What follows belongs to an exercise in optimizing a design on an open flow for small area, a short achievable clock period and few clock cycles per item; a production flow would make more cautious choices. Function was checked by simulation only, so behaviour that the tests miss may differ from the original.

$ cat design.v
module tdes_enc(
    input [63:0] k1,k2,k3,
    input [127:0] pt,
    output [127:0] ct,
    input rst,clk,
    output [63:0] ek1,ek2,ek3,
    output reg done
    );
always @(posedge clk)
  done <= !rst;
wire x0_0;
tdes_xnor2 gx0_0(.a(pt[0]), .b(k3[0]), .y(x0_0));
wire x0_1;
tdes_xnor2 gx0_1(.a(pt[64]), .b(k1[0]), .y(x0_1));
wire x0_2;
tdes_xnor2 gx0_2(.a(k2[0]), .b(x0_0), .y(x0_2));
wire x0_3;
tdes_xnor2 gx0_3(.a(x0_1), .b(x0_2), .y(x0_3));
wire x0_4;
tdes_xnor2 gx0_4(.a(pt[16]), .b(k3[16]), .y(x0_4));
wire x0_5;
tdes_xnor2 gx0_5(.a(pt[80]), .b(k1[16]), .y(x0_5));
wire x0_6;
tdes_xnor2 gx0_6(.a(k2[16]), .b(x0_4), .y(x0_6));
wire x0_7;
tdes_xnor2 gx0_7(.a(x0_5), .b(x0_6), .y(x0_7));
wire x0_8;
tdes_xnor2 gx0_8(.a(pt[32]), .b(k2[32]), .y(x0_8));
wire x0_9;
tdes_xnor2 gx0_9(.a(k3[32]), .b(pt[96]), .y(x0_9));
wire x0_10;
tdes_xnor2 gx0_10(.a(k1[32]), .b(x0_8), .y(x0_10));
wire x0_11;
tdes_xnor2 gx0_11(.a(x0_9), .b(x0_10), .y(x0_11));
wire x0_12;
tdes_xnor2 gx0_12(.a(pt[48]), .b(k2[48]), .y(x0_12));
wire x0_13;
tdes_xnor2 gx0_13(.a(k3[48]), .b(pt[112]), .y(x0_13));
wire x0_14;
tdes_xnor2 gx0_14(.a(k1[48]), .b(x0_12), .y(x0_14));
wire x0_15;
tdes_xnor2 gx0_15(.a(x0_13), .b(x0_14), .y(x0_15));
assign ct[0] = x0_3;
assign ct[16] = x0_7;
assign ct[32] = x0_11;
assign ct[48] = x0_15;
assign ct[64] = pt[0];
assign ct[80] = pt[16];
assign ct[96] = pt[32];
assign ct[112] = pt[48];
assign ek1[0] = k1[0];
assign ek1[16] = k1[16];
assign ek1[32] = k1[32];
assign ek1[48] = k1[48];
assign ek2[0] = k2[0];
assign ek2[16] = k2[16];
assign ek2[32] = k2[32];
assign ek2[48] = k2[48];
assign ek3[0] = k3[0];
assign ek3[16] = k3[16];
assign ek3[32] = k3[32];
assign ek3[48] = k3[48];
wire x1_16;
tdes_xnor2 gx1_16(.a(pt[65]), .b(pt[1]), .y(x1_16));
wire x1_17;
tdes_xnor2 gx1_17(.a(k1[1]), .b(k2[1]), .y(x1_17));
wire x1_18;
tdes_xnor2 gx1_18(.a(k3[1]), .b(x1_16), .y(x1_18));
wire x1_19;
tdes_xnor2 gx1_19(.a(x1_17), .b(x1_18), .y(x1_19));
wire x1_20;
tdes_xnor2 gx1_20(.a(pt[81]), .b(pt[17]), .y(x1_20));
wire x1_21;
tdes_xnor2 gx1_21(.a(k1[17]), .b(k2[17]), .y(x1_21));
wire x1_22;
tdes_xnor2 gx1_22(.a(k3[17]), .b(x1_20), .y(x1_22));
wire x1_23;
tdes_xnor2 gx1_23(.a(x1_21), .b(x1_22), .y(x1_23));
wire x1_24;
tdes_xnor2 gx1_24(.a(pt[33]), .b(k1[33]), .y(x1_24));
wire x1_25;
tdes_xnor2 gx1_25(.a(k2[33]), .b(pt[97]), .y(x1_25));
wire x1_26;
tdes_xnor2 gx1_26(.a(k3[33]), .b(x1_24), .y(x1_26));
wire x1_27;
tdes_xnor2 gx1_27(.a(x1_25), .b(x1_26), .y(x1_27));
wire x1_28;
tdes_xnor2 gx1_28(.a(pt[49]), .b(k1[49]), .y(x1_28));
wire x1_29;
tdes_xnor2 gx1_29(.a(k2[49]), .b(pt[113]), .y(x1_29));
wire x1_30;
tdes_xnor2 gx1_30(.a(k3[49]), .b(x1_28), .y(x1_30));
wire x1_31;
tdes_xnor2 gx1_31(.a(x1_29), .b(x1_30), .y(x1_31));
assign ct[1] = x1_19;
assign ct[17] = x1_23;
assign ct[33] = x1_27;
assign ct[49] = x1_31;
assign ct[65] = pt[1];
assign ct[81] = pt[17];
assign ct[97] = pt[33];
assign ct[113] = pt[49];
assign ek1[1] = k1[1];
assign ek1[17] = k1[17];
assign ek1[33] = k1[33];
assign ek1[49] = k1[49];
assign ek2[1] = k2[1];
assign ek2[17] = k2[17];
assign ek2[33] = k2[33];
assign ek2[49] = k2[49];
assign ek3[1] = k3[1];
assign ek3[17] = k3[17];
assign ek3[33] = k3[33];
assign ek3[49] = k3[49];
wire x2_32;
tdes_xnor2 gx2_32(.a(k2[2]), .b(pt[2]), .y(x2_32));
wire x2_33;
tdes_xnor2 gx2_33(.a(k3[2]), .b(pt[66]), .y(x2_33));
wire x2_34;
tdes_xnor2 gx2_34(.a(k1[2]), .b(x2_32), .y(x2_34));
wire x2_35;
tdes_xnor2 gx2_35(.a(x2_33), .b(x2_34), .y(x2_35));
wire x2_36;
tdes_xnor2 gx2_36(.a(k2[18]), .b(pt[18]), .y(x2_36));
wire x2_37;
tdes_xnor2 gx2_37(.a(k3[18]), .b(pt[82]), .y(x2_37));
wire x2_38;
tdes_xnor2 gx2_38(.a(k1[18]), .b(x2_36), .y(x2_38));
wire x2_39;
tdes_xnor2 gx2_39(.a(x2_37), .b(x2_38), .y(x2_39));
wire x2_40;
tdes_xnor2 gx2_40(.a(k1[34]), .b(pt[34]), .y(x2_40));
wire x2_41;
tdes_xnor2 gx2_41(.a(k2[34]), .b(k3[34]), .y(x2_41));
wire x2_42;
tdes_xnor2 gx2_42(.a(pt[98]), .b(x2_40), .y(x2_42));
wire x2_43;
tdes_xnor2 gx2_43(.a(x2_41), .b(x2_42), .y(x2_43));
wire x2_44;
tdes_xnor2 gx2_44(.a(k1[50]), .b(pt[50]), .y(x2_44));
wire x2_45;
tdes_xnor2 gx2_45(.a(k2[50]), .b(k3[50]), .y(x2_45));
wire x2_46;
tdes_xnor2 gx2_46(.a(pt[114]), .b(x2_44), .y(x2_46));
wire x2_47;
tdes_xnor2 gx2_47(.a(x2_45), .b(x2_46), .y(x2_47));
assign ct[2] = x2_35;
assign ct[18] = x2_39;
assign ct[34] = x2_43;
assign ct[50] = x2_47;
assign ct[66] = pt[2];
assign ct[82] = pt[18];
assign ct[98] = pt[34];
assign ct[114] = pt[50];
assign ek1[2] = k1[2];
assign ek1[18] = k1[18];
assign ek1[34] = k1[34];
assign ek1[50] = k1[50];
assign ek2[2] = k2[2];
assign ek2[18] = k2[18];
assign ek2[34] = k2[34];
assign ek2[50] = k2[50];
assign ek3[2] = k3[2];
assign ek3[18] = k3[18];
assign ek3[34] = k3[34];
assign ek3[50] = k3[50];
wire x3_48;
tdes_xnor2 gx3_48(.a(k3[3]), .b(pt[67]), .y(x3_48));
wire x3_49;
tdes_xnor2 gx3_49(.a(pt[3]), .b(k1[3]), .y(x3_49));
wire x3_50;
tdes_xnor2 gx3_50(.a(k2[3]), .b(x3_48), .y(x3_50));
wire x3_51;
tdes_xnor2 gx3_51(.a(x3_49), .b(x3_50), .y(x3_51));
wire x3_52;
tdes_xnor2 gx3_52(.a(k3[19]), .b(pt[83]), .y(x3_52));
wire x3_53;
tdes_xnor2 gx3_53(.a(pt[19]), .b(k1[19]), .y(x3_53));
wire x3_54;
tdes_xnor2 gx3_54(.a(k2[19]), .b(x3_52), .y(x3_54));
wire x3_55;
tdes_xnor2 gx3_55(.a(x3_53), .b(x3_54), .y(x3_55));
wire x3_56;
tdes_xnor2 gx3_56(.a(pt[99]), .b(k3[35]), .y(x3_56));
wire x3_57;
tdes_xnor2 gx3_57(.a(pt[35]), .b(k1[35]), .y(x3_57));
wire x3_58;
tdes_xnor2 gx3_58(.a(k2[35]), .b(x3_56), .y(x3_58));
wire x3_59;
tdes_xnor2 gx3_59(.a(x3_57), .b(x3_58), .y(x3_59));
wire x3_60;
tdes_xnor2 gx3_60(.a(pt[115]), .b(k3[51]), .y(x3_60));
wire x3_61;
tdes_xnor2 gx3_61(.a(pt[51]), .b(k1[51]), .y(x3_61));
wire x3_62;
tdes_xnor2 gx3_62(.a(k2[51]), .b(x3_60), .y(x3_62));
wire x3_63;
tdes_xnor2 gx3_63(.a(x3_61), .b(x3_62), .y(x3_63));
assign ct[3] = x3_51;
assign ct[19] = x3_55;
assign ct[35] = x3_59;
assign ct[51] = x3_63;
assign ct[67] = pt[3];
assign ct[83] = pt[19];
assign ct[99] = pt[35];
assign ct[115] = pt[51];
assign ek1[3] = k1[3];
assign ek1[19] = k1[19];
assign ek1[35] = k1[35];
assign ek1[51] = k1[51];
assign ek2[3] = k2[3];
assign ek2[19] = k2[19];
assign ek2[35] = k2[35];
assign ek2[51] = k2[51];
assign ek3[3] = k3[3];
assign ek3[19] = k3[19];
assign ek3[35] = k3[35];
assign ek3[51] = k3[51];
wire x4_64;
tdes_xnor2 gx4_64(.a(k1[4]), .b(k2[4]), .y(x4_64));
wire x4_65;
tdes_xnor2 gx4_65(.a(pt[4]), .b(k3[4]), .y(x4_65));
wire x4_66;
tdes_xnor2 gx4_66(.a(pt[68]), .b(x4_64), .y(x4_66));
wire x4_67;
tdes_xnor2 gx4_67(.a(x4_65), .b(x4_66), .y(x4_67));
wire x4_68;
tdes_xnor2 gx4_68(.a(k1[20]), .b(k2[20]), .y(x4_68));
wire x4_69;
tdes_xnor2 gx4_69(.a(pt[20]), .b(k3[20]), .y(x4_69));
wire x4_70;
tdes_xnor2 gx4_70(.a(pt[84]), .b(x4_68), .y(x4_70));
wire x4_71;
tdes_xnor2 gx4_71(.a(x4_69), .b(x4_70), .y(x4_71));
wire x4_72;
tdes_xnor2 gx4_72(.a(pt[100]), .b(k1[36]), .y(x4_72));
wire x4_73;
tdes_xnor2 gx4_73(.a(pt[36]), .b(k2[36]), .y(x4_73));
wire x4_74;
tdes_xnor2 gx4_74(.a(k3[36]), .b(x4_72), .y(x4_74));
wire x4_75;
tdes_xnor2 gx4_75(.a(x4_73), .b(x4_74), .y(x4_75));
wire x4_76;
tdes_xnor2 gx4_76(.a(pt[116]), .b(k1[52]), .y(x4_76));
wire x4_77;
tdes_xnor2 gx4_77(.a(pt[52]), .b(k2[52]), .y(x4_77));
wire x4_78;
tdes_xnor2 gx4_78(.a(k3[52]), .b(x4_76), .y(x4_78));
wire x4_79;
tdes_xnor2 gx4_79(.a(x4_77), .b(x4_78), .y(x4_79));
assign ct[4] = x4_67;
assign ct[20] = x4_71;
assign ct[36] = x4_75;
assign ct[52] = x4_79;
assign ct[68] = pt[4];
assign ct[84] = pt[20];
assign ct[100] = pt[36];
assign ct[116] = pt[52];
assign ek1[4] = k1[4];
assign ek1[20] = k1[20];
assign ek1[36] = k1[36];
assign ek1[52] = k1[52];
assign ek2[4] = k2[4];
assign ek2[20] = k2[20];
assign ek2[36] = k2[36];
assign ek2[52] = k2[52];
assign ek3[4] = k3[4];
assign ek3[20] = k3[20];
assign ek3[36] = k3[36];
assign ek3[52] = k3[52];
wire x5_80;
tdes_xnor2 gx5_80(.a(k2[5]), .b(k3[5]), .y(x5_80));
wire x5_81;
tdes_xnor2 gx5_81(.a(pt[69]), .b(pt[5]), .y(x5_81));
wire x5_82;
tdes_xnor2 gx5_82(.a(k1[5]), .b(x5_80), .y(x5_82));
wire x5_83;
tdes_xnor2 gx5_83(.a(x5_81), .b(x5_82), .y(x5_83));
wire x5_84;
tdes_xnor2 gx5_84(.a(k2[21]), .b(k3[21]), .y(x5_84));
wire x5_85;
tdes_xnor2 gx5_85(.a(pt[85]), .b(pt[21]), .y(x5_85));
wire x5_86;
tdes_xnor2 gx5_86(.a(k1[21]), .b(x5_84), .y(x5_86));
wire x5_87;
tdes_xnor2 gx5_87(.a(x5_85), .b(x5_86), .y(x5_87));
wire x5_88;
tdes_xnor2 gx5_88(.a(k2[37]), .b(pt[101]), .y(x5_88));
wire x5_89;
tdes_xnor2 gx5_89(.a(k3[37]), .b(pt[37]), .y(x5_89));
wire x5_90;
tdes_xnor2 gx5_90(.a(k1[37]), .b(x5_88), .y(x5_90));
wire x5_91;
tdes_xnor2 gx5_91(.a(x5_89), .b(x5_90), .y(x5_91));
wire x5_92;
tdes_xnor2 gx5_92(.a(k2[53]), .b(pt[117]), .y(x5_92));
wire x5_93;
tdes_xnor2 gx5_93(.a(k3[53]), .b(pt[53]), .y(x5_93));
wire x5_94;
tdes_xnor2 gx5_94(.a(k1[53]), .b(x5_92), .y(x5_94));
wire x5_95;
tdes_xnor2 gx5_95(.a(x5_93), .b(x5_94), .y(x5_95));
assign ct[5] = x5_83;
assign ct[21] = x5_87;
assign ct[37] = x5_91;
assign ct[53] = x5_95;
assign ct[69] = pt[5];
assign ct[85] = pt[21];
assign ct[101] = pt[37];
assign ct[117] = pt[53];
assign ek1[5] = k1[5];
assign ek1[21] = k1[21];
assign ek1[37] = k1[37];
assign ek1[53] = k1[53];
assign ek2[5] = k2[5];
assign ek2[21] = k2[21];
assign ek2[37] = k2[37];
assign ek2[53] = k2[53];
assign ek3[5] = k3[5];
assign ek3[21] = k3[21];
assign ek3[37] = k3[37];
assign ek3[53] = k3[53];
wire x6_96;
tdes_xnor2 gx6_96(.a(pt[70]), .b(k1[6]), .y(x6_96));
wire x6_97;
tdes_xnor2 gx6_97(.a(k2[6]), .b(pt[6]), .y(x6_97));
wire x6_98;
tdes_xnor2 gx6_98(.a(k3[6]), .b(x6_96), .y(x6_98));
wire x6_99;
tdes_xnor2 gx6_99(.a(x6_97), .b(x6_98), .y(x6_99));
wire x6_100;
tdes_xnor2 gx6_100(.a(pt[86]), .b(k1[22]), .y(x6_100));
wire x6_101;
tdes_xnor2 gx6_101(.a(k2[22]), .b(pt[22]), .y(x6_101));
wire x6_102;
tdes_xnor2 gx6_102(.a(k3[22]), .b(x6_100), .y(x6_102));
wire x6_103;
tdes_xnor2 gx6_103(.a(x6_101), .b(x6_102), .y(x6_103));
wire x6_104;
tdes_xnor2 gx6_104(.a(k3[38]), .b(pt[102]), .y(x6_104));
wire x6_105;
tdes_xnor2 gx6_105(.a(k1[38]), .b(pt[38]), .y(x6_105));
wire x6_106;
tdes_xnor2 gx6_106(.a(k2[38]), .b(x6_104), .y(x6_106));
wire x6_107;
tdes_xnor2 gx6_107(.a(x6_105), .b(x6_106), .y(x6_107));
wire x6_108;
tdes_xnor2 gx6_108(.a(k3[54]), .b(pt[118]), .y(x6_108));
wire x6_109;
tdes_xnor2 gx6_109(.a(k1[54]), .b(pt[54]), .y(x6_109));
wire x6_110;
tdes_xnor2 gx6_110(.a(k2[54]), .b(x6_108), .y(x6_110));
wire x6_111;
tdes_xnor2 gx6_111(.a(x6_109), .b(x6_110), .y(x6_111));
assign ct[6] = x6_99;
assign ct[22] = x6_103;
assign ct[38] = x6_107;
assign ct[54] = x6_111;
assign ct[70] = pt[6];
assign ct[86] = pt[22];
assign ct[102] = pt[38];
assign ct[118] = pt[54];
assign ek1[6] = k1[6];
assign ek1[22] = k1[22];
assign ek1[38] = k1[38];
assign ek1[54] = k1[54];
assign ek2[6] = k2[6];
assign ek2[22] = k2[22];
assign ek2[38] = k2[38];
assign ek2[54] = k2[54];
assign ek3[6] = k3[6];
assign ek3[22] = k3[22];
assign ek3[38] = k3[38];
assign ek3[54] = k3[54];
wire x7_112;
tdes_xnor2 gx7_112(.a(pt[7]), .b(pt[71]), .y(x7_112));
wire x7_113;
tdes_xnor2 gx7_113(.a(k1[7]), .b(k2[7]), .y(x7_113));
wire x7_114;
tdes_xnor2 gx7_114(.a(k3[7]), .b(x7_112), .y(x7_114));
wire x7_115;
tdes_xnor2 gx7_115(.a(x7_113), .b(x7_114), .y(x7_115));
wire x7_116;
tdes_xnor2 gx7_116(.a(pt[87]), .b(pt[23]), .y(x7_116));
wire x7_117;
tdes_xnor2 gx7_117(.a(k1[23]), .b(k2[23]), .y(x7_117));
wire x7_118;
tdes_xnor2 gx7_118(.a(k3[23]), .b(x7_116), .y(x7_118));
wire x7_119;
tdes_xnor2 gx7_119(.a(x7_117), .b(x7_118), .y(x7_119));
wire x7_120;
tdes_xnor2 gx7_120(.a(pt[103]), .b(pt[39]), .y(x7_120));
wire x7_121;
tdes_xnor2 gx7_121(.a(k1[39]), .b(k2[39]), .y(x7_121));
wire x7_122;
tdes_xnor2 gx7_122(.a(k3[39]), .b(x7_120), .y(x7_122));
wire x7_123;
tdes_xnor2 gx7_123(.a(x7_121), .b(x7_122), .y(x7_123));
wire x7_124;
tdes_xnor2 gx7_124(.a(pt[55]), .b(pt[119]), .y(x7_124));
wire x7_125;
tdes_xnor2 gx7_125(.a(k1[55]), .b(k2[55]), .y(x7_125));
wire x7_126;
tdes_xnor2 gx7_126(.a(k3[55]), .b(x7_124), .y(x7_126));
wire x7_127;
tdes_xnor2 gx7_127(.a(x7_125), .b(x7_126), .y(x7_127));
assign ct[7] = x7_115;
assign ct[23] = x7_119;
assign ct[39] = x7_123;
assign ct[55] = x7_127;
assign ct[71] = pt[7];
assign ct[87] = pt[23];
assign ct[103] = pt[39];
assign ct[119] = pt[55];
assign ek1[7] = k1[7];
assign ek1[23] = k1[23];
assign ek1[39] = k1[39];
assign ek1[55] = k1[55];
assign ek2[7] = k2[7];
assign ek2[23] = k2[23];
assign ek2[39] = k2[39];
assign ek2[55] = k2[55];
assign ek3[7] = k3[7];
assign ek3[23] = k3[23];
assign ek3[39] = k3[39];
assign ek3[55] = k3[55];
wire x8_128;
tdes_xnor2 gx8_128(.a(k3[8]), .b(pt[8]), .y(x8_128));
wire x8_129;
tdes_xnor2 gx8_129(.a(pt[72]), .b(k1[8]), .y(x8_129));
wire x8_130;
tdes_xnor2 gx8_130(.a(k2[8]), .b(x8_128), .y(x8_130));
wire x8_131;
tdes_xnor2 gx8_131(.a(x8_129), .b(x8_130), .y(x8_131));
wire x8_132;
tdes_xnor2 gx8_132(.a(k3[24]), .b(pt[24]), .y(x8_132));
wire x8_133;
tdes_xnor2 gx8_133(.a(pt[88]), .b(k1[24]), .y(x8_133));
wire x8_134;
tdes_xnor2 gx8_134(.a(k2[24]), .b(x8_132), .y(x8_134));
wire x8_135;
tdes_xnor2 gx8_135(.a(x8_133), .b(x8_134), .y(x8_135));
wire x8_136;
tdes_xnor2 gx8_136(.a(k2[40]), .b(k3[40]), .y(x8_136));
wire x8_137;
tdes_xnor2 gx8_137(.a(pt[40]), .b(pt[104]), .y(x8_137));
wire x8_138;
tdes_xnor2 gx8_138(.a(k1[40]), .b(x8_136), .y(x8_138));
wire x8_139;
tdes_xnor2 gx8_139(.a(x8_137), .b(x8_138), .y(x8_139));
wire x8_140;
tdes_xnor2 gx8_140(.a(k3[56]), .b(k2[56]), .y(x8_140));
wire x8_141;
tdes_xnor2 gx8_141(.a(pt[56]), .b(pt[120]), .y(x8_141));
wire x8_142;
tdes_xnor2 gx8_142(.a(k1[56]), .b(x8_140), .y(x8_142));
wire x8_143;
tdes_xnor2 gx8_143(.a(x8_141), .b(x8_142), .y(x8_143));
assign ct[8] = x8_131;
assign ct[24] = x8_135;
assign ct[40] = x8_139;
assign ct[56] = x8_143;
assign ct[72] = pt[8];
assign ct[88] = pt[24];
assign ct[104] = pt[40];
assign ct[120] = pt[56];
assign ek1[8] = k1[8];
assign ek1[24] = k1[24];
assign ek1[40] = k1[40];
assign ek1[56] = k1[56];
assign ek2[8] = k2[8];
assign ek2[24] = k2[24];
assign ek2[40] = k2[40];
assign ek2[56] = k2[56];
assign ek3[8] = k3[8];
assign ek3[24] = k3[24];
assign ek3[40] = k3[40];
assign ek3[56] = k3[56];
wire x9_144;
tdes_xnor2 gx9_144(.a(k1[9]), .b(k2[9]), .y(x9_144));
wire x9_145;
tdes_xnor2 gx9_145(.a(k3[9]), .b(pt[73]), .y(x9_145));
wire x9_146;
tdes_xnor2 gx9_146(.a(pt[9]), .b(x9_144), .y(x9_146));
wire x9_147;
tdes_xnor2 gx9_147(.a(x9_145), .b(x9_146), .y(x9_147));
wire x9_148;
tdes_xnor2 gx9_148(.a(pt[89]), .b(k2[25]), .y(x9_148));
wire x9_149;
tdes_xnor2 gx9_149(.a(k3[25]), .b(k1[25]), .y(x9_149));
wire x9_150;
tdes_xnor2 gx9_150(.a(pt[25]), .b(x9_148), .y(x9_150));
wire x9_151;
tdes_xnor2 gx9_151(.a(x9_149), .b(x9_150), .y(x9_151));
wire x9_152;
tdes_xnor2 gx9_152(.a(pt[105]), .b(k1[41]), .y(x9_152));
wire x9_153;
tdes_xnor2 gx9_153(.a(k2[41]), .b(k3[41]), .y(x9_153));
wire x9_154;
tdes_xnor2 gx9_154(.a(pt[41]), .b(x9_152), .y(x9_154));
wire x9_155;
tdes_xnor2 gx9_155(.a(x9_153), .b(x9_154), .y(x9_155));
wire x9_156;
tdes_xnor2 gx9_156(.a(k1[57]), .b(k2[57]), .y(x9_156));
wire x9_157;
tdes_xnor2 gx9_157(.a(k3[57]), .b(pt[121]), .y(x9_157));
wire x9_158;
tdes_xnor2 gx9_158(.a(pt[57]), .b(x9_156), .y(x9_158));
wire x9_159;
tdes_xnor2 gx9_159(.a(x9_157), .b(x9_158), .y(x9_159));
assign ct[9] = x9_147;
assign ct[25] = x9_151;
assign ct[41] = x9_155;
assign ct[57] = x9_159;
assign ct[73] = pt[9];
assign ct[89] = pt[25];
assign ct[105] = pt[41];
assign ct[121] = pt[57];
assign ek1[9] = k1[9];
assign ek1[25] = k1[25];
assign ek1[41] = k1[41];
assign ek1[57] = k1[57];
assign ek2[9] = k2[9];
assign ek2[25] = k2[25];
assign ek2[41] = k2[41];
assign ek2[57] = k2[57];
assign ek3[9] = k3[9];
assign ek3[25] = k3[25];
assign ek3[41] = k3[41];
assign ek3[57] = k3[57];
wire x10_160;
tdes_xnor2 gx10_160(.a(pt[10]), .b(pt[74]), .y(x10_160));
wire x10_161;
tdes_xnor2 gx10_161(.a(k1[10]), .b(k2[10]), .y(x10_161));
wire x10_162;
tdes_xnor2 gx10_162(.a(k3[10]), .b(x10_160), .y(x10_162));
wire x10_163;
tdes_xnor2 gx10_163(.a(x10_161), .b(x10_162), .y(x10_163));
wire x10_164;
tdes_xnor2 gx10_164(.a(pt[90]), .b(k1[26]), .y(x10_164));
wire x10_165;
tdes_xnor2 gx10_165(.a(k2[26]), .b(pt[26]), .y(x10_165));
wire x10_166;
tdes_xnor2 gx10_166(.a(k3[26]), .b(x10_164), .y(x10_166));
wire x10_167;
tdes_xnor2 gx10_167(.a(x10_165), .b(x10_166), .y(x10_167));
wire x10_168;
tdes_xnor2 gx10_168(.a(k2[42]), .b(pt[42]), .y(x10_168));
wire x10_169;
tdes_xnor2 gx10_169(.a(pt[106]), .b(k1[42]), .y(x10_169));
wire x10_170;
tdes_xnor2 gx10_170(.a(k3[42]), .b(x10_168), .y(x10_170));
wire x10_171;
tdes_xnor2 gx10_171(.a(x10_169), .b(x10_170), .y(x10_171));
wire x10_172;
tdes_xnor2 gx10_172(.a(k2[58]), .b(pt[122]), .y(x10_172));
wire x10_173;
tdes_xnor2 gx10_173(.a(k1[58]), .b(pt[58]), .y(x10_173));
wire x10_174;
tdes_xnor2 gx10_174(.a(k3[58]), .b(x10_172), .y(x10_174));
wire x10_175;
tdes_xnor2 gx10_175(.a(x10_173), .b(x10_174), .y(x10_175));
assign ct[10] = x10_163;
assign ct[26] = x10_167;
assign ct[42] = x10_171;
assign ct[58] = x10_175;
assign ct[74] = pt[10];
assign ct[90] = pt[26];
assign ct[106] = pt[42];
assign ct[122] = pt[58];
assign ek1[10] = k1[10];
assign ek1[26] = k1[26];
assign ek1[42] = k1[42];
assign ek1[58] = k1[58];
assign ek2[10] = k2[10];
assign ek2[26] = k2[26];
assign ek2[42] = k2[42];
assign ek2[58] = k2[58];
assign ek3[10] = k3[10];
assign ek3[26] = k3[26];
assign ek3[42] = k3[42];
assign ek3[58] = k3[58];
wire x11_176;
tdes_xnor2 gx11_176(.a(pt[11]), .b(pt[75]), .y(x11_176));
wire x11_177;
tdes_xnor2 gx11_177(.a(k3[11]), .b(k1[11]), .y(x11_177));
wire x11_178;
tdes_xnor2 gx11_178(.a(k2[11]), .b(x11_176), .y(x11_178));
wire x11_179;
tdes_xnor2 gx11_179(.a(x11_177), .b(x11_178), .y(x11_179));
wire x11_180;
tdes_xnor2 gx11_180(.a(k3[27]), .b(pt[91]), .y(x11_180));
wire x11_181;
tdes_xnor2 gx11_181(.a(pt[27]), .b(k1[27]), .y(x11_181));
wire x11_182;
tdes_xnor2 gx11_182(.a(k2[27]), .b(x11_180), .y(x11_182));
wire x11_183;
tdes_xnor2 gx11_183(.a(x11_181), .b(x11_182), .y(x11_183));
wire x11_184;
tdes_xnor2 gx11_184(.a(k3[43]), .b(pt[43]), .y(x11_184));
wire x11_185;
tdes_xnor2 gx11_185(.a(pt[107]), .b(k1[43]), .y(x11_185));
wire x11_186;
tdes_xnor2 gx11_186(.a(k2[43]), .b(x11_184), .y(x11_186));
wire x11_187;
tdes_xnor2 gx11_187(.a(x11_185), .b(x11_186), .y(x11_187));
wire x11_188;
tdes_xnor2 gx11_188(.a(k3[59]), .b(pt[123]), .y(x11_188));
wire x11_189;
tdes_xnor2 gx11_189(.a(pt[59]), .b(k1[59]), .y(x11_189));
wire x11_190;
tdes_xnor2 gx11_190(.a(k2[59]), .b(x11_188), .y(x11_190));
wire x11_191;
tdes_xnor2 gx11_191(.a(x11_189), .b(x11_190), .y(x11_191));
assign ct[11] = x11_179;
assign ct[27] = x11_183;
assign ct[43] = x11_187;
assign ct[59] = x11_191;
assign ct[75] = pt[11];
assign ct[91] = pt[27];
assign ct[107] = pt[43];
assign ct[123] = pt[59];
assign ek1[11] = k1[11];
assign ek1[27] = k1[27];
assign ek1[43] = k1[43];
assign ek1[59] = k1[59];
assign ek2[11] = k2[11];
assign ek2[27] = k2[27];
assign ek2[43] = k2[43];
assign ek2[59] = k2[59];
assign ek3[11] = k3[11];
assign ek3[27] = k3[27];
assign ek3[43] = k3[43];
assign ek3[59] = k3[59];
wire x12_192;
tdes_xnor2 gx12_192(.a(k2[12]), .b(k3[12]), .y(x12_192));
wire x12_193;
tdes_xnor2 gx12_193(.a(k1[12]), .b(pt[12]), .y(x12_193));
wire x12_194;
tdes_xnor2 gx12_194(.a(pt[76]), .b(x12_192), .y(x12_194));
wire x12_195;
tdes_xnor2 gx12_195(.a(x12_193), .b(x12_194), .y(x12_195));
wire x12_196;
tdes_xnor2 gx12_196(.a(k1[28]), .b(k2[28]), .y(x12_196));
wire x12_197;
tdes_xnor2 gx12_197(.a(k3[28]), .b(pt[28]), .y(x12_197));
wire x12_198;
tdes_xnor2 gx12_198(.a(pt[92]), .b(x12_196), .y(x12_198));
wire x12_199;
tdes_xnor2 gx12_199(.a(x12_197), .b(x12_198), .y(x12_199));
wire x12_200;
tdes_xnor2 gx12_200(.a(k1[44]), .b(k2[44]), .y(x12_200));
wire x12_201;
tdes_xnor2 gx12_201(.a(k3[44]), .b(pt[108]), .y(x12_201));
wire x12_202;
tdes_xnor2 gx12_202(.a(pt[44]), .b(x12_200), .y(x12_202));
wire x12_203;
tdes_xnor2 gx12_203(.a(x12_201), .b(x12_202), .y(x12_203));
wire x12_204;
tdes_xnor2 gx12_204(.a(pt[124]), .b(k1[60]), .y(x12_204));
wire x12_205;
tdes_xnor2 gx12_205(.a(k2[60]), .b(k3[60]), .y(x12_205));
wire x12_206;
tdes_xnor2 gx12_206(.a(pt[60]), .b(x12_204), .y(x12_206));
wire x12_207;
tdes_xnor2 gx12_207(.a(x12_205), .b(x12_206), .y(x12_207));
assign ct[12] = x12_195;
assign ct[28] = x12_199;
assign ct[44] = x12_203;
assign ct[60] = x12_207;
assign ct[76] = pt[12];
assign ct[92] = pt[28];
assign ct[108] = pt[44];
assign ct[124] = pt[60];
assign ek1[12] = k1[12];
assign ek1[28] = k1[28];
assign ek1[44] = k1[44];
assign ek1[60] = k1[60];
assign ek2[12] = k2[12];
assign ek2[28] = k2[28];
assign ek2[44] = k2[44];
assign ek2[60] = k2[60];
assign ek3[12] = k3[12];
assign ek3[28] = k3[28];
assign ek3[44] = k3[44];
assign ek3[60] = k3[60];
wire x13_208;
tdes_xnor2 gx13_208(.a(pt[13]), .b(pt[77]), .y(x13_208));
wire x13_209;
tdes_xnor2 gx13_209(.a(k1[13]), .b(k3[13]), .y(x13_209));
wire x13_210;
tdes_xnor2 gx13_210(.a(k2[13]), .b(x13_208), .y(x13_210));
wire x13_211;
tdes_xnor2 gx13_211(.a(x13_209), .b(x13_210), .y(x13_211));
wire x13_212;
tdes_xnor2 gx13_212(.a(pt[93]), .b(k1[29]), .y(x13_212));
wire x13_213;
tdes_xnor2 gx13_213(.a(k2[29]), .b(k3[29]), .y(x13_213));
wire x13_214;
tdes_xnor2 gx13_214(.a(pt[29]), .b(x13_212), .y(x13_214));
wire x13_215;
tdes_xnor2 gx13_215(.a(x13_213), .b(x13_214), .y(x13_215));
wire x13_216;
tdes_xnor2 gx13_216(.a(pt[45]), .b(pt[109]), .y(x13_216));
wire x13_217;
tdes_xnor2 gx13_217(.a(k1[45]), .b(k3[45]), .y(x13_217));
wire x13_218;
tdes_xnor2 gx13_218(.a(k2[45]), .b(x13_216), .y(x13_218));
wire x13_219;
tdes_xnor2 gx13_219(.a(x13_217), .b(x13_218), .y(x13_219));
wire x13_220;
tdes_xnor2 gx13_220(.a(pt[125]), .b(k1[61]), .y(x13_220));
wire x13_221;
tdes_xnor2 gx13_221(.a(k2[61]), .b(k3[61]), .y(x13_221));
wire x13_222;
tdes_xnor2 gx13_222(.a(pt[61]), .b(x13_220), .y(x13_222));
wire x13_223;
tdes_xnor2 gx13_223(.a(x13_221), .b(x13_222), .y(x13_223));
assign ct[13] = x13_211;
assign ct[29] = x13_215;
assign ct[45] = x13_219;
assign ct[61] = x13_223;
assign ct[77] = pt[13];
assign ct[93] = pt[29];
assign ct[109] = pt[45];
assign ct[125] = pt[61];
assign ek1[13] = k1[13];
assign ek1[29] = k1[29];
assign ek1[45] = k1[45];
assign ek1[61] = k1[61];
assign ek2[13] = k2[13];
assign ek2[29] = k2[29];
assign ek2[45] = k2[45];
assign ek2[61] = k2[61];
assign ek3[13] = k3[13];
assign ek3[29] = k3[29];
assign ek3[45] = k3[45];
assign ek3[61] = k3[61];
wire x14_224;
tdes_xnor2 gx14_224(.a(k1[62]), .b(k3[62]), .y(x14_224));
wire x14_225;
tdes_xnor2 gx14_225(.a(k1[46]), .b(k3[46]), .y(x14_225));
wire x14_226;
tdes_xnor2 gx14_226(.a(k2[62]), .b(x14_224), .y(x14_226));
wire x14_227;
tdes_xnor2 gx14_227(.a(k1[30]), .b(k3[30]), .y(x14_227));
wire x14_228;
tdes_xnor2 gx14_228(.a(k2[46]), .b(x14_225), .y(x14_228));
wire x14_229;
tdes_xnor2 gx14_229(.a(pt[14]), .b(x14_227), .y(x14_229));
wire x14_230;
tdes_xnor2 gx14_230(.a(k2[30]), .b(x14_226), .y(x14_230));
wire x14_231;
tdes_xnor2 gx14_231(.a(pt[78]), .b(k1[14]), .y(x14_231));
wire x14_232;
tdes_xnor2 gx14_232(.a(k2[14]), .b(k3[14]), .y(x14_232));
wire x14_233;
tdes_xnor2 gx14_233(.a(k2[62]), .b(x14_231), .y(x14_233));
wire x14_234;
tdes_xnor2 gx14_234(.a(x14_232), .b(x14_228), .y(x14_234));
wire x14_235;
tdes_xnor2 gx14_235(.a(x14_229), .b(x14_233), .y(x14_235));
wire x14_236;
tdes_xnor2 gx14_236(.a(x14_234), .b(x14_235), .y(x14_236));
wire x14_237;
tdes_xnor2 gx14_237(.a(pt[94]), .b(pt[30]), .y(x14_237));
wire x14_238;
tdes_xnor2 gx14_238(.a(x14_225), .b(x14_227), .y(x14_238));
wire x14_239;
tdes_xnor2 gx14_239(.a(x14_237), .b(x14_238), .y(x14_239));
wire x14_240;
tdes_xor2 gx14_240(.a(x14_230), .b(x14_239), .y(x14_240));
wire x14_241;
tdes_xnor2 gx14_241(.a(pt[46]), .b(pt[110]), .y(x14_241));
wire x14_242;
tdes_xnor2 gx14_242(.a(x14_224), .b(x14_241), .y(x14_242));
wire x14_243;
tdes_xnor2 gx14_243(.a(x14_228), .b(x14_242), .y(x14_243));
wire x14_244;
tdes_xnor2 gx14_244(.a(pt[126]), .b(pt[62]), .y(x14_244));
wire x14_245;
tdes_xnor2 gx14_245(.a(x14_244), .b(x14_226), .y(x14_245));
wire x14_246;
tdes_xnor2 gx14_246(.a(x14_229), .b(x14_230), .y(x14_246));
wire x14_247;
tdes_xor2 gx14_247(.a(pt[30]), .b(x14_228), .y(x14_247));
wire x14_248;
tdes_xor2 gx14_248(.a(pt[46]), .b(x14_226), .y(x14_248));
wire x14_249;
tdes_xor2 gx14_249(.a(k1[30]), .b(k1[14]), .y(x14_249));
wire x14_250;
tdes_xor2 gx14_250(.a(k1[46]), .b(k1[30]), .y(x14_250));
wire x14_251;
tdes_xor2 gx14_251(.a(k1[62]), .b(k1[46]), .y(x14_251));
wire x14_252;
tdes_xor2 gx14_252(.a(k2[30]), .b(k2[14]), .y(x14_252));
wire x14_253;
tdes_xor2 gx14_253(.a(k2[30]), .b(k2[46]), .y(x14_253));
wire x14_254;
tdes_xor2 gx14_254(.a(k2[46]), .b(k2[62]), .y(x14_254));
wire x14_255;
tdes_xor2 gx14_255(.a(k3[14]), .b(k3[30]), .y(x14_255));
wire x14_256;
tdes_xor2 gx14_256(.a(k3[46]), .b(k3[30]), .y(x14_256));
wire x14_257;
tdes_xor2 gx14_257(.a(k3[62]), .b(k3[46]), .y(x14_257));
assign ct[14] = x14_236;
assign ct[30] = x14_240;
assign ct[46] = x14_243;
assign ct[62] = x14_245;
assign ct[78] = x14_246;
assign ct[94] = x14_247;
assign ct[110] = x14_248;
assign ct[126] = pt[62];
assign ek1[14] = x14_249;
assign ek1[30] = x14_250;
assign ek1[46] = x14_251;
assign ek1[62] = k1[62];
assign ek2[14] = x14_252;
assign ek2[30] = x14_253;
assign ek2[46] = x14_254;
assign ek2[62] = k2[62];
assign ek3[14] = x14_255;
assign ek3[30] = x14_256;
assign ek3[46] = x14_257;
assign ek3[62] = k3[62];
wire x15_258;
tdes_xnor2 gx15_258(.a(k1[63]), .b(k3[63]), .y(x15_258));
wire x15_259;
tdes_xnor2 gx15_259(.a(k1[47]), .b(k3[47]), .y(x15_259));
wire x15_260;
tdes_xnor2 gx15_260(.a(k2[63]), .b(x15_258), .y(x15_260));
wire x15_261;
tdes_xnor2 gx15_261(.a(k1[31]), .b(k3[31]), .y(x15_261));
wire x15_262;
tdes_xnor2 gx15_262(.a(k2[47]), .b(x15_259), .y(x15_262));
wire x15_263;
tdes_xnor2 gx15_263(.a(pt[15]), .b(x15_261), .y(x15_263));
wire x15_264;
tdes_xnor2 gx15_264(.a(k2[31]), .b(x15_260), .y(x15_264));
wire x15_265;
tdes_xnor2 gx15_265(.a(k2[63]), .b(k1[15]), .y(x15_265));
wire x15_266;
tdes_xnor2 gx15_266(.a(pt[79]), .b(k2[15]), .y(x15_266));
wire x15_267;
tdes_xnor2 gx15_267(.a(k3[15]), .b(x15_265), .y(x15_267));
wire x15_268;
tdes_xnor2 gx15_268(.a(x15_266), .b(x15_262), .y(x15_268));
wire x15_269;
tdes_xnor2 gx15_269(.a(x15_263), .b(x15_267), .y(x15_269));
wire x15_270;
tdes_xnor2 gx15_270(.a(x15_268), .b(x15_269), .y(x15_270));
wire x15_271;
tdes_xnor2 gx15_271(.a(pt[31]), .b(pt[95]), .y(x15_271));
wire x15_272;
tdes_xnor2 gx15_272(.a(x15_261), .b(x15_259), .y(x15_272));
wire x15_273;
tdes_xnor2 gx15_273(.a(x15_271), .b(x15_272), .y(x15_273));
wire x15_274;
tdes_xor2 gx15_274(.a(x15_264), .b(x15_273), .y(x15_274));
wire x15_275;
tdes_xnor2 gx15_275(.a(pt[111]), .b(pt[47]), .y(x15_275));
wire x15_276;
tdes_xnor2 gx15_276(.a(x15_258), .b(x15_275), .y(x15_276));
wire x15_277;
tdes_xnor2 gx15_277(.a(x15_262), .b(x15_276), .y(x15_277));
wire x15_278;
tdes_xnor2 gx15_278(.a(pt[63]), .b(pt[127]), .y(x15_278));
wire x15_279;
tdes_xnor2 gx15_279(.a(x15_278), .b(x15_260), .y(x15_279));
wire x15_280;
tdes_xnor2 gx15_280(.a(x15_263), .b(x15_264), .y(x15_280));
wire x15_281;
tdes_xor2 gx15_281(.a(pt[31]), .b(x15_262), .y(x15_281));
wire x15_282;
tdes_xor2 gx15_282(.a(pt[47]), .b(x15_260), .y(x15_282));
wire x15_283;
tdes_xor2 gx15_283(.a(k1[31]), .b(k1[15]), .y(x15_283));
wire x15_284;
tdes_xor2 gx15_284(.a(k1[47]), .b(k1[31]), .y(x15_284));
wire x15_285;
tdes_xor2 gx15_285(.a(k1[63]), .b(k1[47]), .y(x15_285));
wire x15_286;
tdes_xor2 gx15_286(.a(k2[31]), .b(k2[15]), .y(x15_286));
wire x15_287;
tdes_xor2 gx15_287(.a(k2[47]), .b(k2[31]), .y(x15_287));
wire x15_288;
tdes_xor2 gx15_288(.a(k2[63]), .b(k2[47]), .y(x15_288));
wire x15_289;
tdes_xor2 gx15_289(.a(k3[31]), .b(k3[15]), .y(x15_289));
wire x15_290;
tdes_xor2 gx15_290(.a(k3[47]), .b(k3[31]), .y(x15_290));
wire x15_291;
tdes_xor2 gx15_291(.a(k3[63]), .b(k3[47]), .y(x15_291));
assign ct[15] = x15_270;
assign ct[31] = x15_274;
assign ct[47] = x15_277;
assign ct[63] = x15_279;
assign ct[79] = x15_280;
assign ct[95] = x15_281;
assign ct[111] = x15_282;
assign ct[127] = pt[63];
assign ek1[15] = x15_283;
assign ek1[31] = x15_284;
assign ek1[47] = x15_285;
assign ek1[63] = k1[63];
assign ek2[15] = x15_286;
assign ek2[31] = x15_287;
assign ek2[47] = x15_288;
assign ek2[63] = k2[63];
assign ek3[15] = x15_289;
assign ek3[31] = x15_290;
assign ek3[47] = x15_291;
assign ek3[63] = k3[63];
endmodule
module tdes_xor2(input a, input b, output y);
assign y = a ^ b;
endmodule
module tdes_xnor2(input a, input b, output y);
assign y = ~(a ^ b);
endmodule
$ cat constraint.sdc
create_clock -name core_clock -period 10.0 [get_ports {clk}]
set_input_delay 2.0000 -clock core_clock [delete_from_list [all_inputs] [get_ports {clk}]]
set_output_delay 2.0000 -clock core_clock [all_outputs]
set_load 0.01 [all_outputs]
$ cat config.mk
export PLATFORM = sky130hd
export DESIGN_NAME = tdes_enc
export DESIGN_NICKNAME = tdes_enc
export VERILOG_FILES = /design/flow/design.v
export SDC_FILE = /design/flow/constraint.sdc
export NUM_CORES = 4
export LEC_CHECK = 0
export CAP_MARGIN = 20
export CELL_PAD_IN_SITES_DETAIL_PLACEMENT = 1
export CORE_AREA = 2 2 223 223
export DIE_AREA = 0 0 225 225
export PLACE_DENSITY = 0.5
export SLEW_MARGIN = 20
export SYNTH_HIERARCHICAL = 1
export SYNTH_MINIMUM_KEEP_SIZE = 0
$ cat standard.sh
#!/bin/bash
# synth_recipe.tcl (not shown) runs the flow's synth.tcl, then flattens the netlist and writes it again
# the make line also repeats each setting of config.mk as NAME=value (left out here)
make -C /OpenROAD-flow-scripts/flow DESIGN_CONFIG=/design/flow/config.mk WORK_HOME=/design/flow/orfs CLKGATE_MAP_FILE= SYNTH_SCRIPT=/design/flow/synth_recipe.tcl "${@:-finish}"
$ cat flow/pins_args.txt
-group_pins {ct[64] pt[0] ek1[0] k1[0] pt[64] ct[0] k2[0] ek2[0] k3[0] ek3[0]} -group_pins {ct[80] pt[16] ek1[16] k1[16] pt[80] ct[16] k2[16] ek2[16] k3[16] ek3[16]} -group_pins {ct[96] pt[32] ek1[32] k1[32] pt[96] ct[32] k2[32] ek2[32] k3[32] ek3[32]} -group_pins {ct[112] pt[48] ek1[48] k1[48] pt[112] ct[48] k2[48] ek2[48] k3[48] ek3[48]} -group_pins {ct[65] pt[1] ek1[1] k1[1] pt[65] ct[1] k2[1] ek2[1] k3[1] ek3[1]} -group_pins {ct[81] pt[17] ek1[17] k1[17] pt[81] ct[17] k2[17] ek2[17] k3[17] ek3[17]} -group_pins {ct[97] pt[33] ek1[33] k1[33] pt[97] ct[33] k2[33] ek2[33] k3[33] ek3[33]} -group_pins {ct[113] pt[49] ek1[49] k1[49] pt[113] ct[49] k2[49] ek2[49] k3[49] ek3[49]} -group_pins {ct[66] pt[2] ek1[2] k1[2] pt[66] ct[2] k2[2] ek2[2] k3[2] ek3[2]} -group_pins {ct[82] pt[18] ek1[18] k1[18] pt[82] ct[18] k2[18] ek2[18] k3[18] ek3[18]} -group_pins {ct[98] pt[34] ek1[34] k1[34] pt[98] ct[34] k2[34] ek2[34] k3[34] ek3[34]} -group_pins {ct[114] pt[50] ek1[50] k1[50] pt[114] ct[50] k2[50] ek2[50] k3[50] ek3[50]} -group_pins {ct[67] pt[3] ek1[3] k1[3] pt[67] ct[3] k2[3] ek2[3] k3[3] ek3[3]} -group_pins {ct[83] pt[19] ek1[19] k1[19] pt[83] ct[19] k2[19] ek2[19] k3[19] ek3[19]} -group_pins {ct[99] pt[35] ek1[35] k1[35] pt[99] ct[35] k2[35] ek2[35] k3[35] ek3[35]} -group_pins {ct[115] pt[51] ek1[51] k1[51] pt[115] ct[51] k2[51] ek2[51] k3[51] ek3[51]} -group_pins {ct[68] pt[4] ek1[4] k1[4] pt[68] ct[4] k2[4] ek2[4] k3[4] ek3[4]} -group_pins {ct[84] pt[20] ek1[20] k1[20] pt[84] ct[20] k2[20] ek2[20] k3[20] ek3[20]} -group_pins {ct[100] pt[36] ek1[36] k1[36] pt[100] ct[36] k2[36] ek2[36] k3[36] ek3[36]} -group_pins {ct[116] pt[52] ek1[52] k1[52] pt[116] ct[52] k2[52] ek2[52] k3[52] ek3[52]} -group_pins {ct[69] pt[5] ek1[5] k1[5] pt[69] ct[5] k2[5] ek2[5] k3[5] ek3[5]} -group_pins {ct[85] pt[21] ek1[21] k1[21] pt[85] ct[21] k2[21] ek2[21] k3[21] ek3[21]} -group_pins {ct[101] pt[37] ek1[37] k1[37] pt[101] ct[37] k2[37] ek2[37] k3[37] ek3[37]} -group_pins {ct[117] pt[53] ek1[53] k1[53] pt[117] ct[53] k2[53] ek2[53] k3[53] ek3[53]} -group_pins {ct[70] pt[6] ek1[6] k1[6] pt[70] ct[6] k2[6] ek2[6] k3[6] ek3[6]} -group_pins {ct[86] pt[22] ek1[22] k1[22] pt[86] ct[22] k2[22] ek2[22] k3[22] ek3[22]} -group_pins {ct[102] pt[38] ek1[38] k1[38] pt[102] ct[38] k2[38] ek2[38] k3[38] ek3[38]} -group_pins {ct[118] pt[54] ek1[54] k1[54] pt[118] ct[54] k2[54] ek2[54] k3[54] ek3[54]} -group_pins {ct[71] pt[7] ek1[7] k1[7] pt[71] ct[7] k2[7] ek2[7] k3[7] ek3[7]} -group_pins {ct[87] pt[23] ek1[23] k1[23] pt[87] ct[23] k2[23] ek2[23] k3[23] ek3[23]} -group_pins {ct[103] pt[39] ek1[39] k1[39] pt[103] ct[39] k2[39] ek2[39] k3[39] ek3[39]} -group_pins {ct[119] pt[55] ek1[55] k1[55] pt[119] ct[55] k2[55] ek2[55] k3[55] ek3[55]} -group_pins {ct[72] pt[8] ek1[8] k1[8] pt[72] ct[8] k2[8] ek2[8] k3[8] ek3[8]} -group_pins {ct[88] pt[24] ek1[24] k1[24] pt[88] ct[24] k2[24] ek2[24] k3[24] ek3[24]} -group_pins {ct[104] pt[40] ek1[40] k1[40] pt[104] ct[40] k2[40] ek2[40] k3[40] ek3[40]} -group_pins {ct[120] pt[56] ek1[56] k1[56] pt[120] ct[56] k2[56] ek2[56] k3[56] ek3[56]} -group_pins {ct[73] pt[9] ek1[9] k1[9] pt[73] ct[9] k2[9] ek2[9] k3[9] ek3[9]} -group_pins {ct[89] pt[25] ek1[25] k1[25] pt[89] ct[25] k2[25] ek2[25] k3[25] ek3[25]} -group_pins {ct[105] pt[41] ek1[41] k1[41] pt[105] ct[41] k2[41] ek2[41] k3[41] ek3[41]} -group_pins {ct[121] pt[57] ek1[57] k1[57] pt[121] ct[57] k2[57] ek2[57] k3[57] ek3[57]} -group_pins {ct[74] pt[10] ek1[10] k1[10] pt[74] ct[10] k2[10] ek2[10] k3[10] ek3[10]} -group_pins {ct[90] pt[26] ek1[26] k1[26] pt[90] ct[26] k2[26] ek2[26] k3[26] ek3[26]} -group_pins {ct[106] pt[42] ek1[42] k1[42] pt[106] ct[42] k2[42] ek2[42] k3[42] ek3[42]} -group_pins {ct[122] pt[58] ek1[58] k1[58] pt[122] ct[58] k2[58] ek2[58] k3[58] ek3[58]} -group_pins {ct[75] pt[11] ek1[11] k1[11] pt[75] ct[11] k2[11] ek2[11] k3[11] ek3[11]} -group_pins {ct[91] pt[27] ek1[27] k1[27] pt[91] ct[27] k2[27] ek2[27] k3[27] ek3[27]} -group_pins {ct[107] pt[43] ek1[43] k1[43] pt[107] ct[43] k2[43] ek2[43] k3[43] ek3[43]} -group_pins {ct[123] pt[59] ek1[59] k1[59] pt[123] ct[59] k2[59] ek2[59] k3[59] ek3[59]} -group_pins {ct[76] pt[12] ek1[12] k1[12] pt[76] ct[12] k2[12] ek2[12] k3[12] ek3[12]} -group_pins {ct[92] pt[28] ek1[28] k1[28] pt[92] ct[28] k2[28] ek2[28] k3[28] ek3[28]} -group_pins {ct[108] pt[44] ek1[44] k1[44] pt[108] ct[44] k2[44] ek2[44] k3[44] ek3[44]} -group_pins {ct[124] pt[60] ek1[60] k1[60] pt[124] ct[60] k2[60] ek2[60] k3[60] ek3[60]} -group_pins {ct[77] pt[13] ek1[13] k1[13] pt[77] ct[13] k2[13] ek2[13] k3[13] ek3[13]} -group_pins {ct[93] pt[29] ek1[29] k1[29] pt[93] ct[29] k2[29] ek2[29] k3[29] ek3[29]} -group_pins {ct[109] pt[45] ek1[45] k1[45] pt[109] ct[45] k2[45] ek2[45] k3[45] ek3[45]} -group_pins {ct[125] pt[61] ek1[61] k1[61] pt[125] ct[61] k2[61] ek2[61] k3[61] ek3[61]} -group_pins {ct[78] pt[14] ek1[14] k1[14] pt[78] ct[14] k2[14] ek2[14] k3[14] ek3[14] ct[94] pt[30] ek1[30] k1[30] pt[94] ct[30] k2[30] ek2[30] k3[30] ek3[30] ct[110] pt[46] ek1[46] k1[46] pt[110] ct[46] k2[46] ek2[46] k3[46] ek3[46] ct[126] pt[62] ek1[62] k1[62] pt[126] ct[62] k2[62] ek2[62] k3[62] ek3[62]} -group_pins {ct[79] pt[15] ek1[15] k1[15] pt[79] ct[15] k2[15] ek2[15] k3[15] ek3[15] ct[95] pt[31] ek1[31] k1[31] pt[95] ct[31] k2[31] ek2[31] k3[31] ek3[31] ct[111] pt[47] ek1[47] k1[47] pt[111] ct[47] k2[47] ek2[47] k3[47] ek3[47] ct[127] pt[63] ek1[63] k1[63] pt[127] ct[63] k2[63] ek2[63] k3[63] ek3[63]}
$ cat flow/run.sh
#!/bin/bash
# The standard layout, with two changes to how it is made:
# - the port buffers that buffer_ports inserts are sky130_fd_sc_hd__buf_1
#   instead of the slow delay buffer it picks by default;
# - place_pins keeps the ports of each bit lane together (pins_args.txt,
#   written by gen/pins.py), so each lane's XOR tree sits next to its pins.
set -euo pipefail
PINS="$(cat flow/pins_args.txt)"
bash standard.sh "BUFFER_PORTS_ARGS=-buffer_cell sky130_fd_sc_hd__buf_1" "PLACE_PINS_ARGS=$PINS" finish > standard.log 2>&1
==> flow_summary.json, run 1 <==
{
  "yosysWarnings": 7,
  "synth.distinct_cells": 5,
  "ys_seq_area_share_pct": 0.402,
  "synthCells": 614,
  "ys_ff_latch": 1,
  "outcome": "stopped before the end",
  "first-error": "[ERROR PPL-0086] Pin group of size 10 was not assigned.",
  "failing_step": "I/O pin placement (3_2_place_iop)",
  "fp-row-count": 80,
  "start_util_pct": 10.4,
  "die_w_um": 225,
  "die_h_um": 225,
  "syn_area_um2": 4980,
  "synth_nets": 936,
  "synth.avg_cell_area_um2": 8.12
}
Yosys stat by module (local to each module, per instance):
module      flops+latches  cells
tdes_xnor2              0      1
tdes_xor2               0      1
tdes_enc                1    322
logic make-up after synthesis:
logic type	Yosys count	share of synthesized area, %
flip-flops	1	0.402
buffers and inverters	321	48.3
XOR/XNOR	292	51.3
synth_stat cells:
cell	n	area share, %
dfxtp_1	1	0.40
xor2_1	24	4.2
inv_1	1	0.075
xnor2_1	268	47
buf_4	320	48
Testbench counts, summed over its fixed seeds: cycles 512, items 256.
==> run 2: changes to the inputs <==
--- a/config.mk
+++ b/config.mk
@@ -8,6 +8,6 @@
 export CAP_MARGIN = 20
 export CELL_PAD_IN_SITES_DETAIL_PLACEMENT = 1
-export CORE_AREA = 2 2 223 223
-export DIE_AREA = 0 0 225 225
+export CORE_AREA = 2 2 248 248
+export DIE_AREA = 0 0 250 250
 export PLACE_DENSITY = 0.5
 export SLEW_MARGIN = 20
==> flow_summary.json, run 2 <==
{
  "synthTopCellsByCount": "buf_4, xnor2_1, xor2_1, dfxtp_1, inv_1",
  "synth.most_common_cell": "buf_4",
  "async_flop_share_pct": 0,
  "syn_area_um2": 4980,
  "first-error": "[ERROR PPL-0086] Pin group of size 10 was not assigned.",
  "synth.avg_cell_area_um2": 8.12,
  "outcome": "stopped before the end",
  "ys_ff_latch": 1,
  "start_util_pct": 8.29,
  "synth.distinct_cells": 5,
  "failing_step": "I/O pin placement (3_2_place_iop)",
  "ys.flop_type": "dfxtp_1",
  "synth.largest_area_cell": "buf_4",
  "synth.area.top_cells": "buf_4, xnor2_1, xor2_1, dfxtp_1, inv_1",
  "ys_seq_area_share_pct": 0.402,
  "die_h_um": 250,
  "synthCells": 614,
  "synth_edf_count": 0,
  "yosysTopAreaCellShare_pct": 48.2,
  "yosysWarnings": 7,
  "synth_nets": 936,
  "die_w_um": 250,
  "fp-row-count": 90
}
==> run 2: cell counts after synthesis <==
Identical to the previous run, type by type.
==> run 2: cells by family after synthesis <==
| kind of cell | after synthesis | synth area share (%) |
|---|---|---|
| buffers and inverters | 321 | 48.3 |
| XOR/XNOR | 292 | 51.3 |
| flip-flops | 1 | 0.402 |
==> run 2: per-module statistics from Yosys, one instance, submodules excluded <==
module,flops+latches,times used
tdes_xnor2,0,268
tdes_enc,1,1
tdes_xor2,0,24
==> run 3: changes to the inputs <==
--- a/config.mk
+++ b/config.mk
@@ -8,6 +8,6 @@
 export CAP_MARGIN = 20
 export CELL_PAD_IN_SITES_DETAIL_PLACEMENT = 1
-export CORE_AREA = 2 2 248 248
-export DIE_AREA = 0 0 250 250
+export CORE_AREA = 2 2 298 298
+export DIE_AREA = 0 0 300 300
 export PLACE_DENSITY = 0.5
 export SLEW_MARGIN = 20
==> flow_summary.json, run 3 <==
{
  "ys_seq_area_share_pct": 0.402,
  "synthTopCellsByCount": "buf_4, xnor2_1, xor2_1, dfxtp_1, inv_1",
  "outcome": "stopped before the end",
  "synthCells": 614,
  "syn_area_um2": 4980,
  "start_util_pct": 5.74,
  "die_w_um": 300,
  "synth.largest_area_cell": "buf_4",
  "synth_edf_count": 0,
  "async_flop_share_pct": 0,
  "synth.area.top_cells": "buf_4, xnor2_1, xor2_1, dfxtp_1, inv_1",
  "failing_step": "I/O pin placement (3_2_place_iop)",
  "synth_nets": 936,
  "first-error": "[ERROR PPL-0086] Pin group of size 10 was not assigned.",
  "ys_ff_latch": 1,
  "yosysWarnings": 7,
  "die_h_um": 300,
  "synth.avg_cell_area_um2": 8.12,
  "fp-row-count": 108,
  "synth.distinct_cells": 5,
  "synth.most_common_cell": "buf_4",
  "yosysTopAreaCellShare_pct": 48.2,
  "ys.flop_type": "dfxtp_1"
}
==> run 3: cell counts after synthesis <==
No cell type changed its count.
==> run 3: modules after synthesis, one instance, submodules excluded <==
| module | area, µm² | cells inside |
|---|---|---|
| tdes_xor2 | 8.76 | 1 |
| tdes_xnor2 | 8.76 | 1 |
| tdes_enc | 2430 | 322 |
==> run 3: cells by family after synthesis <==
group,synth area share [%]
buffers and inverters,48.3
DFF,0.402
xor gates and xnor gates,51.3
